This is an optimization exercise on Yosys and OpenROAD, whose aim is small area, not a production implementation. RTL that was checked went through simulation tests only; none was proved equivalent to the original. No activity file was given, so power comes from the tool's default toggle rates.

==> inputs of build 11 <==
// bf8b
module bf8b (
    input rst,
    input clk,
    input rx,
    input [31:0] data_in,
    output [31:0] data_out,
    output [29:0] addr,
    output [3:0] wes,
    output tx
);
localparam P_FETCH = 2'd0;      
localparam P_EX    = 2'd1;      
localparam P_EX2   = 2'd2;      
localparam P_DMA   = 2'd3;      
localparam K_SLT   = 3'd0;
localparam K_SH    = 3'd1;
localparam K_LOAD  = 3'd2;
localparam K_STORE = 3'd3;
localparam K_JMP   = 3'd4;
reg [1:0] t;
reg [1:0] pass;
reg [2:0] k2;
reg [29:0] pc;
reg [31:0] a;
reg [4:0] rlo;                   
reg [2:0] rf3;                   
reg c;                           
reg cc;                          
reg zacc;                        
reg flag;                        
reg dsel;                        
reg txcap;                       
reg pcinc;                       
reg uflag;                       
wire t0 = t == 2'd0;
wire t1 = t == 2'd1;
wire t3 = t == 2'd3;
wire [31:0] ir = data_in;
wire [4:0] opc = ir[6:2];
wire [2:0] f3 = ir[14:12];
wire [4:0] rd = ir[11:7];
wire [4:0] rs1 = ir[19:15];
wire [4:0] rs2 = ir[24:20];
wire is_load  = opc == 5'b00000;
wire is_opimm = opc == 5'b00100;
wire is_auipc = opc == 5'b00101;
wire is_store = opc == 5'b01000;
wire is_op    = opc == 5'b01100;
wire is_lui   = opc == 5'b01101;
wire is_br    = opc == 5'b11000;
wire is_jalr  = opc == 5'b11001;
wire is_jal   = opc == 5'b11011;
wire is_alu   = is_op | is_opimm;
wire is_slt   = is_alu & (f3[2:1] == 2'b01);
wire is_sh    = is_alu & (f3[1:0] == 2'b01);
reg [31:0] imm;
always @(*) begin
    if (is_store)
        imm = {{20{ir[31]}}, ir[31:25], ir[11:7]};
    else if (is_br)
  ...
clock: 14.0 ns
lec_check: 0
cap_margin: 20
core_margin: 2
core_utilization: 50
slew_margin: 20
standard.sh (not shown) runs the stock make flow with config.mk's settings and CLKGATE_MAP_FILE= SYNTH_SCRIPT=/design/flow/synth_recipe.tcl, a recipe that flattens the netlist after the stock synthesis.
==> flow/flow/run.sh <==
#!/bin/bash
# The standard layout, with three of its steps tuned for area:
#  - synthesis maps the logic with an area-oriented ABC script (flow/abc_area.script)
#    instead of ORFS's delay-oriented one; everything else in the synthesis is the
#    standard one (synth_recipe.tcl), so the registers are the same;
#  - ports are buffered with buf_1 rather than the resizer's default delay cell;
#  - clock-tree sinks are clustered in larger groups.
set -euo pipefail
here=$(pwd)
{
  echo "proc abc {args} {"
  echo "  set i [lsearch -exact \$args -script]"
  echo "  if {\$i >= 0} { lset args [expr {\$i + 1}] $here/flow/abc_area.script }"
  echo "  yosys abc {*}\$args"
  echo "}"
  cat synth_recipe.tcl
} > area_synth.tcl
sed "s#SYNTH_SCRIPT=[^ ]*#SYNTH_SCRIPT=$here/area_synth.tcl#" standard.sh > area_standard.sh
export BUFFER_PORTS_ARGS="-buffer_cell sky130_fd_sc_hd__buf_1"
export CTS_ARGS="-sink_clustering_enable -repair_clock_nets -buf_list sky130_fd_sc_hd__clkbuf_4 -sink_clustering_size 10 -sink_clustering_max_diameter 40 -dont_use_dummy_load"
bash area_standard.sh > standard.log 2>&1
==> flow/flow/abc_area.script <==
&get -n
&st
&syn2
&dch
&nf -R 1000
&put
==> inputs of build 20, as changes to build 11 <==
--- a/flow/design.v
+++ b/flow/design.v
@@ -1,12 +1,11 @@
 module uart (
     input rst,
     input clk,
     input [1:0] t,
-    output clr,
     input st_go,                 
     input [2:0] sel,             
     input [7:0] st_byte,
     input dma_pass,
     input dma_rx,                
     input [7:0] ptr_byte,
     input dma_done,              
@@ -30,42 +29,42 @@
 wire [7:0] tx_end = u1[0];
 wire [7:0] rx_start = u2[0];
 wire [7:0] rx_end = u3[0];
 wire [7:0] tx_ptr = u4[0];
 wire [7:0] rx_ptr = u5[0];
 reg tx_en, rx_en;
 reg [1:0] clr_cnt;
-assign clr = rst | (clr_cnt != 0);
+wire clr = rst | (clr_cnt != 0);
 reg ptrrst;                      
 wire ptrrst_now = (t == 0) ? st_byte[5] : ptrrst;
 wire st_cfg = st_go & (sel == 3'd0);
-wire w0 = clr | (st_go & (sel == 3'd1));
-wire w1 = clr | (st_go & (sel == 3'd2));
-wire w2 = clr | (st_go & (sel == 3'd3));
-wire w3 = clr | (st_go & (sel == 3'd4));
+wire w0 = st_go & (sel == 3'd1);
+wire w1 = st_go & (sel == 3'd2);
+wire w2 = st_go & (sel == 3'd3);
+wire w3 = st_go & (sel == 3'd4);
 wire w4 = w0 | (dma_pass & ~dma_rx);
 wire w5 = w2 | (st_cfg & ptrrst_now) | (dma_pass & dma_rx);
 wire [7:0] d4 = dma_pass ? ptr_byte : st_byte;
 wire [7:0] d5 = dma_pass ? ptr_byte : (st_cfg ? rx_start : st_byte);
 integer k;
 always @(posedge clk) begin
     for (k = 0; k < 3; k = k + 1) begin
         u0[k] <= u0[k+1];
         u1[k] <= u1[k+1];
         u2[k] <= u2[k+1];
         u3[k] <= u3[k+1];
         u4[k] <= u4[k+1];
         u5[k] <= u5[k+1];
     end
-    u0[3] <= w0 ? st_byte : u0[0];
-    u1[3] <= w1 ? st_byte : u1[0];
-    u2[3] <= w2 ? st_byte : u2[0];
-    u3[3] <= w3 ? st_byte : u3[0];
-    u4[3] <= w4 ? d4 : u4[0];
-    u5[3] <= w5 ? d5 : u5[0];
+    u0[3] <= clr ? 8'd0 : w0 ? st_byte : u0[0];
+    u1[3] <= clr ? 8'd0 : w1 ? st_byte : u1[0];
+    u2[3] <= clr ? 8'd0 : w2 ? st_byte : u2[0];
+    u3[3] <= clr ? 8'd0 : w3 ? st_byte : u3[0];
+    u4[3] <= clr ? 8'd0 : w4 ? d4 : u4[0];
+    u5[3] <= clr ? 8'd0 : w5 ? d5 : u5[0];
 end
 reg txeq_acc, rxeq_acc, tx_eq, rx_eq;
 wire txeq_now = (tx_ptr == tx_end) & ((t == 0) | txeq_acc);
 wire rxeq_now = (rx_ptr == rx_end) & ((t == 0) | rxeq_acc);
 reg [9:0] txs;
 reg [2:0] txc;
 wire tx_busy = txs != 0;
@@ -155,22 +154,21 @@
     output [3:0] wes,
     output tx
 );
 localparam P_FETCH = 2'd0;      
 localparam P_EX    = 2'd1;      
 localparam P_EX2   = 2'd2;      
 localparam P_DMA   = 2'd3;      
-localparam K_SLT   = 3'd0;
-localparam K_SH    = 3'd1;
-localparam K_LOAD  = 3'd2;
-localparam K_STORE = 3'd3;
-localparam K_JMP   = 3'd4;
+localparam K_SLT   = 2'd0;
+localparam K_SH    = 2'd1;
+localparam K_LOAD  = 2'd2;
+localparam K_STORE = 2'd3;
 reg [1:0] t;
 reg [1:0] pass;
-reg [2:0] k2;
+reg [1:0] k2;
 reg [29:0] pc;
 reg [31:0] a;
 reg [4:0] rlo;                   
 reg [2:0] rf3;                   
 reg c;                           
 reg cc;                          
 reg zacc;                        
@@ -210,43 +208,47 @@
         imm = {ir[31:12], 12'b0};
     else if (is_jal)
         imm = {{11{ir[31]}}, ir[31], ir[19:12], ir[20], ir[30:21], 1'b0};
     else
         imm = {{20{ir[31]}}, ir[31:20]};
 end
 wire [7:0] immb = imm[8*t +: 8];
-wire uart_clr;
-wire [4:0] rs2x = uart_clr ? 5'd0 : (pass == P_EX) ? rs2 : rlo;
-wire [7:0] p1, p2;
+wire [4:0] rs2x = (pass == P_EX) ? rs2 : rlo;
+reg [7:0] rf [1:31][0:3];
+reg [7:0] p1, p2;
+integer r, j;
+always @(*) begin
+    p1 = 8'd0;
+    p2 = 8'd0;
+    for (r = 1; r < 32; r = r + 1) begin
+        p1 = p1 | ({8{rs1 == r}} & rf[r][0]);
+        p2 = p2 | ({8{rs2x == r}} & rf[r][0]);
+    end
+end
 reg wen;
 reg [4:0] wreg;
 reg [7:0] wbyte;
-integer j;
-regfile RF (
-    .clk(clk),
-    .rs1(rs1),
-    .rs2(rs2x),
-    .wen(wen),
-    .wreg(wreg),
-    .wbyte(wbyte),
-    .p1(p1),
-    .p2(p2)
-);
+always @(posedge clk) begin
+    for (r = 1; r < 32; r = r + 1) begin
+        for (j = 0; j < 3; j = j + 1)
+            rf[r][j] <= rf[r][j+1];
+        rf[r][3] <= (wen && wreg == r) ? wbyte : rf[r][0];
+    end
+end
 reg inc_a;                       
-reg cin_a;
-reg sel_ea;
-wire [29:0] inc = (inc_a ? a[31:2] : pc) + cin_a;
+wire [29:0] inc = (inc_a ? a[31:2] : pc) + 1'b1;
 wire [31:0] pcw = {pc, 2'b00};
+wire [31:0] incw = {inc, 2'b00};
 wire [7:0] pcb = pcw[8*t +: 8];
+wire [7:0] incb = incw[8*t +: 8];
 wire [7:0] uart_ptr;
 wire in_dma = pass == P_DMA;
-wire in_ex2 = pass == P_EX2;
-wire use_pc = in_ex2 | is_auipc | is_jal | is_br;
+wire use_pc = is_auipc | is_jal | is_br;
 wire [7:0] ain = in_dma ? uart_ptr : use_pc ? pcb : is_lui ? 8'd0 : p1;
-wire [7:0] bin = in_dma ? 8'd0 : in_ex2 ? {5'd0, t0, 2'd0} : is_op ? p2 : immb;
+wire [7:0] bin = in_dma ? 8'd0 : is_op ? p2 : immb;
 wire sub = ~in_dma & is_op & ir[30] & (f3 == 3'b000);
 wire cin = t0 ? (sub | in_dma) : c;
 wire [8:0] sum = {1'b0, ain} + {1'b0, bin ^ {8{sub}}} + cin;
 wire [7:0] cb = (is_op | is_br) ? p2 : immb;
 wire ccin = t0 ? 1'b1 : cc;
 wire [8:0] cdiff = {1'b0, p1} + {1'b0, ~cb} + ccin;
 wire ltu = ~cdiff[8];
@@ -298,15 +300,14 @@
 wire dma_req, rx_need;
 wire dma_rx = t0 ? rx_need : dsel;
 wire k_uart = pass == P_EX2 && (k2 == K_LOAD || k2 == K_STORE) && uflag;
 uart UART (
     .rst(rst),
     .clk(clk),
     .t(t),
-    .clr(uart_clr),
     .st_go(k_uart && k2 == K_STORE),
     .sel(a[4:2]),
     .st_byte(p2),
     .dma_pass(in_dma),
     .dma_rx(dma_rx),
     .ptr_byte(sum[7:0]),
     .dma_done(in_dma & t3),
@@ -317,44 +318,43 @@
     .rx_byte(rx_byte),
     .dma_req(dma_req),
     .rx_need(rx_need),
     .rx(rx),
     .tx(tx)
 );
 reg [1:0] npass;
-reg [2:0] nk2;
+reg [1:0] nk2;
 reg pc_we;                       
 reg [31:0] na;
+reg [1:0] amux;                  
 reg [3:0] wes_r;
 reg [7:0] dbyte;
 task automatic advance(input jump);
     begin
         pc_we = 1'b1;
-        sel_ea = jump;
-        cin_a = 1'b1;
+        amux = jump ? 2'd3 : 2'd1;
         npass = dma_req ? P_DMA : P_EX;
     end
 endtask
 always @(*) begin
     npass = pass;
     nk2 = k2;
     pc_we = 1'b0;
     na = a;
-    sel_ea = 1'b0;
-    cin_a = 1'b0;
+    amux = 2'd0;
     inc_a = 1'b0;
     wes_r = 4'b0;
     wen = 1'b0;
     wreg = rd;
     wbyte = alub;
     dbyte = p2;
     case (pass)
         P_FETCH: begin
             if (t0 && pcinc) begin
-                cin_a = 1'b1;
+                amux = 2'd1;
                 pc_we = 1'b1;
             end
             if (t3)
                 npass = dma_req ? P_DMA : P_EX;
         end
         P_EX: begin
             if (is_alu & (is_slt | is_sh)) begin
@@ -363,55 +363,44 @@
                     nk2 = is_slt ? K_SLT : K_SH;
                     npass = P_EX2;
                 end
             end else if (is_alu | is_lui | is_auipc) begin
                 wen = 1'b1;
                 if (t3)
                     advance(1'b0);
-            end else if (is_br) begin
+            end else if (is_jal | is_jalr | is_br) begin
                 na = {sum[7:0], a[31:8]};
-                if (t3)
-                    advance(taken);
-            end else if (is_jal | is_jalr) begin
-                na = {sum[7:0], a[31:8]};
-                if (t3) begin
-                    nk2 = K_JMP;
-                    npass = P_EX2;
+                if (!is_br) begin
+                    wen = 1'b1;
+                    wbyte = incb;
                 end
+                if (t3)
+                    advance(!is_br || taken);
             end else begin
                 na = {sum[7:0], a[31:8]};
                 if (t3) begin
                     nk2 = is_load ? K_LOAD : K_STORE;
                     npass = P_EX2;
                     if (is_load)
-                        sel_ea = 1'b1;
+                        amux = 2'd3;
                     else if (f3[1:0] == 2'b10 && a[9:8] == 2'b00 && !uart_ea) begin
-                        sel_ea = 1'b1;
+                        amux = 2'd3;
                         wes_r = 4'b1000;
                     end
                 end
             end
         end
         P_EX2: begin
             case (k2)
                 K_SLT: begin
                     wen = 1'b1;
                     wbyte = {7'b0, flag & t0};
                     if (t3)
                         advance(1'b0);
                 end
-                K_JMP: begin
-                    wen = 1'b1;
-                    wbyte = sum[7:0];
-                    if (t3) begin
-                        pc_we = 1'b1;
-                        inc_a = 1'b1;
-                        npass = dma_req ? P_DMA : P_EX;
-                    end
-                end
                 K_SH: begin
                     wen = 1'b1;
                     wbyte = shout;
                     na = {a[7:0], a[31:8]};
                     if (t3)
                         advance(1'b0);
                 end
@@ -419,51 +408,51 @@
                     wen = 1'b1;
                     wreg = rlo;
                     if (uflag)
                         wbyte = uart_rd;
                     else begin
                         wbyte = ldb;
                         if (!t3) begin
-                            inc_a = 1'b1;
-                            cin_a = lnext[2];
+                            inc_a = lnext[2];
+                            amux = lnext[2] ? 2'd1 : 2'd2;
                         end
                     end
                     if (t3)
                         advance(1'b0);
                 end
                 default: begin
                     if (!uflag && st_now) begin
-                        inc_a = 1'b1;
-                        cin_a = sbyte[2];
+                        inc_a = sbyte[2];
+                        amux = sbyte[2] ? 2'd1 : 2'd2;
                         wes_r = 4'b0001 << sbyte[1:0];
                     end
                     if (t3) begin
                         if (!uflag && st_now)
                             npass = P_FETCH;     
                         else
                             advance(1'b0);
                     end
                 end
             endcase
         end
         default: begin
             na = {uart_ptr, a[31:8]};
             if (t3) begin
-                sel_ea = 1'b1;
+                amux = 2'd3;
                 if (dsel) begin
                     wes_r = 4'b0001 << a[9:8];
                     dbyte = rx_byte;
                 end
                 npass = P_FETCH;
             end
         end
     endcase
 end
 wire [29:0] ea = {in_dma ? uart_ptr : sum[7:0], a[31:10]};
-assign addr = sel_ea ? ea : inc;
+assign addr = (amux == 2'd0) ? pc : (amux == 2'd1) ? inc : (amux == 2'd2) ? a[31:2] : ea;
 assign wes = rst ? 4'b0 : wes_r;
 assign data_out = {4{dbyte}};
 always @(posedge clk) begin
     if (rst) begin
         t <= 2'd0;
         pass <= P_FETCH;
         pc <= 30'd0;
@@ -498,81 +487,7 @@
         else
             rlo <= rs2;
     end
     if (in_dma && t0)
         dsel <= rx_need;
 end
 endmodule
-module regfile (
-    input clk,
-    input [4:0] rs1,
-    input [4:0] rs2,
-    input wen,
-    input [4:0] wreg,
-    input [7:0] wbyte,
-    output [7:0] p1,
-    output [7:0] p2
-);
-reg [7:0] rf [1:31][0:3];
-wire [31:1] sel1, sel2;
-wire [31*8-1:0] taps;
-integer r, j;
-genvar gr;
-generate
-    for (gr = 1; gr < 32; gr = gr + 1) begin : TAP
-        assign taps[8*(gr-1) +: 8] = rf[gr][0];
-    end
-endgenerate
-onehot5 DEC1 (.x(rs1), .y(sel1));
-onehot5 DEC2 (.x(rs2), .y(sel2));
-rdmux RD1 (.sel(sel1), .taps(taps), .q(p1));
-rdmux RD2 (.sel(sel2), .taps(taps), .q(p2));
-always @(posedge clk) begin
-    for (r = 1; r < 32; r = r + 1) begin
-        for (j = 0; j < 3; j = j + 1)
-            rf[r][j] <= rf[r][j+1];
-        rf[r][3] <= (wen && wreg == r) ? wbyte : rf[r][0];
-    end
-end
-endmodule
-module onehot5 (
-    input [4:0] x,
-    output [31:1] y
-);
-genvar i;
-generate
-    for (i = 1; i < 32; i = i + 1) begin : D
-        assign y[i] = x == i;
-    end
-endgenerate
-endmodule
-module rdmux (
-    input [31:1] sel,
-    input [31*8-1:0] taps,
-    output [7:0] q
-);
-wire [7:0] l0 [0:31];
-wire [7:0] l1 [0:15];
-wire [7:0] l2 [0:7];
-wire [7:0] l3 [0:3];
-wire [7:0] l4 [0:1];
-genvar i;
-generate
-    assign l0[0] = 8'd0;
-    for (i = 1; i < 32; i = i + 1) begin : L0
-        assign l0[i] = {8{sel[i]}} & taps[8*(i-1) +: 8];
-    end
-    for (i = 0; i < 16; i = i + 1) begin : L1
-        assign l1[i] = l0[2*i] | l0[2*i+1];
-    end
-    for (i = 0; i < 8; i = i + 1) begin : L2
-        assign l2[i] = l1[2*i] | l1[2*i+1];
-    end
-    for (i = 0; i < 4; i = i + 1) begin : L3
-        assign l3[i] = l2[2*i] | l2[2*i+1];
-    end
-    for (i = 0; i < 2; i = i + 1) begin : L4
-        assign l4[i] = l3[2*i] | l3[2*i+1];
-    end
-endgenerate
-assign q = l4[0] | l4[1];
-endmodule
==> flow/run.sh (new file) <==
#!/bin/bash
# synth_recipe.tcl (not shown) runs the flow's synth.tcl, then flattens the netlist and writes it again
# the make line also repeats each setting of config.mk as NAME=value (left out here)
make -C /OpenROAD-flow-scripts/flow DESIGN_CONFIG=/design/flow/config.mk WORK_HOME=/design/flow/orfs CLKGATE_MAP_FILE= SYNTH_SCRIPT=/design/flow/synth_recipe.tcl finish
- CORE_UTILIZATION: 50 -> 35
- CTS_CLUSTER_DIAMETER: default -> 40
- CTS_CLUSTER_SIZE: default -> 30
removed: flow/flow/run.sh
removed: flow/flow/abc_area.script
removed: flow/standard.sh
==> inputs of trial 67, as changes to build 11 <==
--- a/flow/design.v
+++ b/flow/design.v
@@ -1,12 +1,11 @@
 module uart (
     input rst,
     input clk,
     input [1:0] t,
-    output clr,
     input st_go,                 
     input [2:0] sel,             
     input [7:0] st_byte,
     input dma_pass,
     input dma_rx,                
     input [7:0] ptr_byte,
     input dma_done,              
@@ -30,42 +29,42 @@
 wire [7:0] tx_end = u1[0];
 wire [7:0] rx_start = u2[0];
 wire [7:0] rx_end = u3[0];
 wire [7:0] tx_ptr = u4[0];
 wire [7:0] rx_ptr = u5[0];
 reg tx_en, rx_en;
 reg [1:0] clr_cnt;
-assign clr = rst | (clr_cnt != 0);
+wire clr = rst | (clr_cnt != 0);
 reg ptrrst;                      
 wire ptrrst_now = (t == 0) ? st_byte[5] : ptrrst;
 wire st_cfg = st_go & (sel == 3'd0);
-wire w0 = clr | (st_go & (sel == 3'd1));
-wire w1 = clr | (st_go & (sel == 3'd2));
-wire w2 = clr | (st_go & (sel == 3'd3));
-wire w3 = clr | (st_go & (sel == 3'd4));
+wire w0 = st_go & (sel == 3'd1);
+wire w1 = st_go & (sel == 3'd2);
+wire w2 = st_go & (sel == 3'd3);
+wire w3 = st_go & (sel == 3'd4);
 wire w4 = w0 | (dma_pass & ~dma_rx);
 wire w5 = w2 | (st_cfg & ptrrst_now) | (dma_pass & dma_rx);
 wire [7:0] d4 = dma_pass ? ptr_byte : st_byte;
 wire [7:0] d5 = dma_pass ? ptr_byte : (st_cfg ? rx_start : st_byte);
 integer k;
 always @(posedge clk) begin
     for (k = 0; k < 3; k = k + 1) begin
         u0[k] <= u0[k+1];
         u1[k] <= u1[k+1];
         u2[k] <= u2[k+1];
         u3[k] <= u3[k+1];
         u4[k] <= u4[k+1];
         u5[k] <= u5[k+1];
     end
-    u0[3] <= w0 ? st_byte : u0[0];
-    u1[3] <= w1 ? st_byte : u1[0];
-    u2[3] <= w2 ? st_byte : u2[0];
-    u3[3] <= w3 ? st_byte : u3[0];
-    u4[3] <= w4 ? d4 : u4[0];
-    u5[3] <= w5 ? d5 : u5[0];
+    u0[3] <= clr ? 8'd0 : w0 ? st_byte : u0[0];
+    u1[3] <= clr ? 8'd0 : w1 ? st_byte : u1[0];
+    u2[3] <= clr ? 8'd0 : w2 ? st_byte : u2[0];
+    u3[3] <= clr ? 8'd0 : w3 ? st_byte : u3[0];
+    u4[3] <= clr ? 8'd0 : w4 ? d4 : u4[0];
+    u5[3] <= clr ? 8'd0 : w5 ? d5 : u5[0];
 end
 reg txeq_acc, rxeq_acc, tx_eq, rx_eq;
 wire txeq_now = (tx_ptr == tx_end) & ((t == 0) | txeq_acc);
 wire rxeq_now = (rx_ptr == rx_end) & ((t == 0) | rxeq_acc);
 reg [9:0] txs;
 reg [2:0] txc;
 wire tx_busy = txs != 0;
@@ -210,16 +209,15 @@
         imm = {ir[31:12], 12'b0};
     else if (is_jal)
         imm = {{11{ir[31]}}, ir[31], ir[19:12], ir[20], ir[30:21], 1'b0};
     else
         imm = {{20{ir[31]}}, ir[31:20]};
 end
 wire [7:0] immb = imm[8*t +: 8];
-wire uart_clr;
-wire [4:0] rs2x = uart_clr ? 5'd0 : (pass == P_EX) ? rs2 : rlo;
+wire [4:0] rs2x = (pass == P_EX) ? rs2 : rlo;
 wire [7:0] p1, p2;
 reg wen;
 reg [4:0] wreg;
 reg [7:0] wbyte;
 integer j;
 regfile RF (
     .clk(clk),
@@ -298,15 +296,14 @@
 wire dma_req, rx_need;
 wire dma_rx = t0 ? rx_need : dsel;
 wire k_uart = pass == P_EX2 && (k2 == K_LOAD || k2 == K_STORE) && uflag;
 uart UART (
     .rst(rst),
     .clk(clk),
     .t(t),
-    .clr(uart_clr),
     .st_go(k_uart && k2 == K_STORE),
     .sel(a[4:2]),
     .st_byte(p2),
     .dma_pass(in_dma),
     .dma_rx(dma_rx),
     .ptr_byte(sum[7:0]),
     .dma_done(in_dma & t3),
==> flow/flow/run.sh (replaced) <==
#!/bin/bash
# The standard layout, with three of its steps tuned for area:
#  - synthesis maps the logic with an area-oriented ABC script (flow/abc_area.script)
#    instead of ORFS's delay-oriented one; everything else in the synthesis is the
#    standard one (synth_recipe.tcl), so the registers are the same;
#  - ports are buffered with buf_2 rather than the resizer's default delay cell;
#  - clock-tree sinks are clustered in larger groups.
set -euo pipefail
here=$(pwd)
{
  echo "proc abc {args} {"
  echo "  set i [lsearch -exact \$args -script]"
  echo "  if {\$i >= 0} { lset args [expr {\$i + 1}] $here/flow/abc_area.script }"
  echo "  yosys abc {*}\$args"
  echo "}"
  cat synth_recipe.tcl
} > area_synth.tcl
sed "s#SYNTH_SCRIPT=[^ ]*#SYNTH_SCRIPT=$here/area_synth.tcl#" standard.sh > area_standard.sh
export BUFFER_PORTS_ARGS="-buffer_cell sky130_fd_sc_hd__buf_2"
export CTS_ARGS="-sink_clustering_enable -repair_clock_nets -sink_clustering_size 24 -sink_clustering_max_diameter 100 -dont_use_dummy_load"
bash area_standard.sh > standard.log 2>&1
- CORE_UTILIZATION: 50 -> 35
==> inputs of build 5, as changes to build 11 <==
--- a/flow/flow/run.sh
+++ b/flow/flow/run.sh
@@ -12,10 +12,11 @@
   echo "  set i [lsearch -exact \$args -script]"
   echo "  if {\$i >= 0} { lset args [expr {\$i + 1}] $here/flow/abc_area.script }"
   echo "  yosys abc {*}\$args"
   echo "}"
   cat synth_recipe.tcl
 } > area_synth.tcl
 sed "s#SYNTH_SCRIPT=[^ ]*#SYNTH_SCRIPT=$here/area_synth.tcl#" standard.sh > area_standard.sh
+export DONT_USE_CELLS="sky130_fd_sc_hd__buf_4 sky130_fd_sc_hd__buf_6 sky130_fd_sc_hd__buf_8 sky130_fd_sc_hd__buf_12 sky130_fd_sc_hd__buf_16"
 export BUFFER_PORTS_ARGS="-buffer_cell sky130_fd_sc_hd__buf_1"
 export CTS_ARGS="-sink_clustering_enable -repair_clock_nets -buf_list sky130_fd_sc_hd__clkbuf_4 -sink_clustering_size 10 -sink_clustering_max_diameter 40 -dont_use_dummy_load"
 bash area_standard.sh > standard.log 2>&1
==> summary.txt <==
Outcome: build 11 no timing/DRC/antenna violations; build 20 no timing/DRC/antenna violations; trial 67 no timing/DRC/antenna violations; build 5 no timing/DRC/antenna violations
Worst max-slew margin expressed relative to the limit: build 11 0.264; build 20 0.181; trial 67 0.206; build 5 0.264
Non-Filler Instances: build 11 5035; build 20 6076; trial 67 5438; build 5 5035
Number of global-route vias before repair: build 11 27.4k; build 20 32.1k; trial 67 27.5k; build 5 27.4k
Inverter count: build 11 59; build 20 65; trial 67 59; build 5 59
Clock sink count: build 11 1306; build 20 1305; trial 67 1306; build 5 1306
Vertical die dimension: build 11 289 um; build 20 364 um; trial 67 345 um; build 5 289 um
DP Area: build 11 43000 um2; build 20 48400 um2; trial 67 43700 um2; build 5 43000 um2
Sequential fraction of the synthesis area: build 11 0.659; build 20 0.590; trial 67 0.658; build 5 0.659
Synth top area share: build 11 0.612; build 20 0.549; trial 67 0.611; build 5 0.612
Power group with the largest share: build 11 registers; build 20 clock; trial 67 registers; build 5 registers
Drt via density: build 11 5.86; build 20 5.62; trial 67 5.39; build 5 5.86
Total of plain and repair buffers excluding clock buffers: build 11 198; build 20 218; trial 67 189; build 5 198
Clock slew seen by the registers of the worst setup and hold paths: build 11 90 ps; build 20 70 ps; trial 67 80 ps; build 5 90 ps
Total number of yosys warnings: build 11 11; build 20 9; trial 67 11; build 5 11
First-pass GRT wire length: build 11 196 mm; build 20 241 mm; trial 67 198 mm; build 5 196 mm
H-tree depth reported by CTS: build 11 4; build 20 4; trial 67 3; build 5 4
Pin count of the biggest net entering global routing: build 11 58; build 20 53; trial 67 46; build 5 58
Total inserted antenna cells: build 11 6; build 20 0; trial 67 0; build 5 6
Min-delay src: build 11 RF.rf[30][7]; build 20 rf[42][7]; trial 67 RF.rf[111][3]; build 5 RF.rf[30][7]
#MultiIn Comb: build 11 2244; build 20 2493; trial 67 2294; build 5 2244
For build 20, only the layout was checked, not whether the RTL still works.

[static timing again, ports no longer ideal]
How much do the figures lean on ideal ports? The routed layouts below were timed once more, with nothing changed but the port constraints. Step 1 assumes that a clkbuf_16 drives the clock port and a buf_2 every other input. Step 2 moves the port delays by t, midway between the first and last clock arrival at a register: inputs arrive t later, outputs are due t later. That takes back most of the time a late clock gives input paths. Three values: no drivers, after step 1, after step 2; two values: the first two.
run | t, ns | setup slack, ns | latest minus earliest clock arrival (ns)
build 11 | 1.068 | 0.927 / 0.905 / 0.905 | 0.172 / 0.172
build 20 | 0.821 | 0.252 / 0.221 / 0.221 | 0.048 / 0.048
trial 67 | 0.703 | 1.260 / 1.235 / 1.235 | 0.070 / 0.070
build 5 | 1.068 | 0.927 / 0.905 / 0.905 | 0.172 / 0.172
After both steps every run listed still meets setup and hold. The setup slack of build 20, which loses most, moves by -0.031 ns with the drivers and by -0.031 ns with both steps.
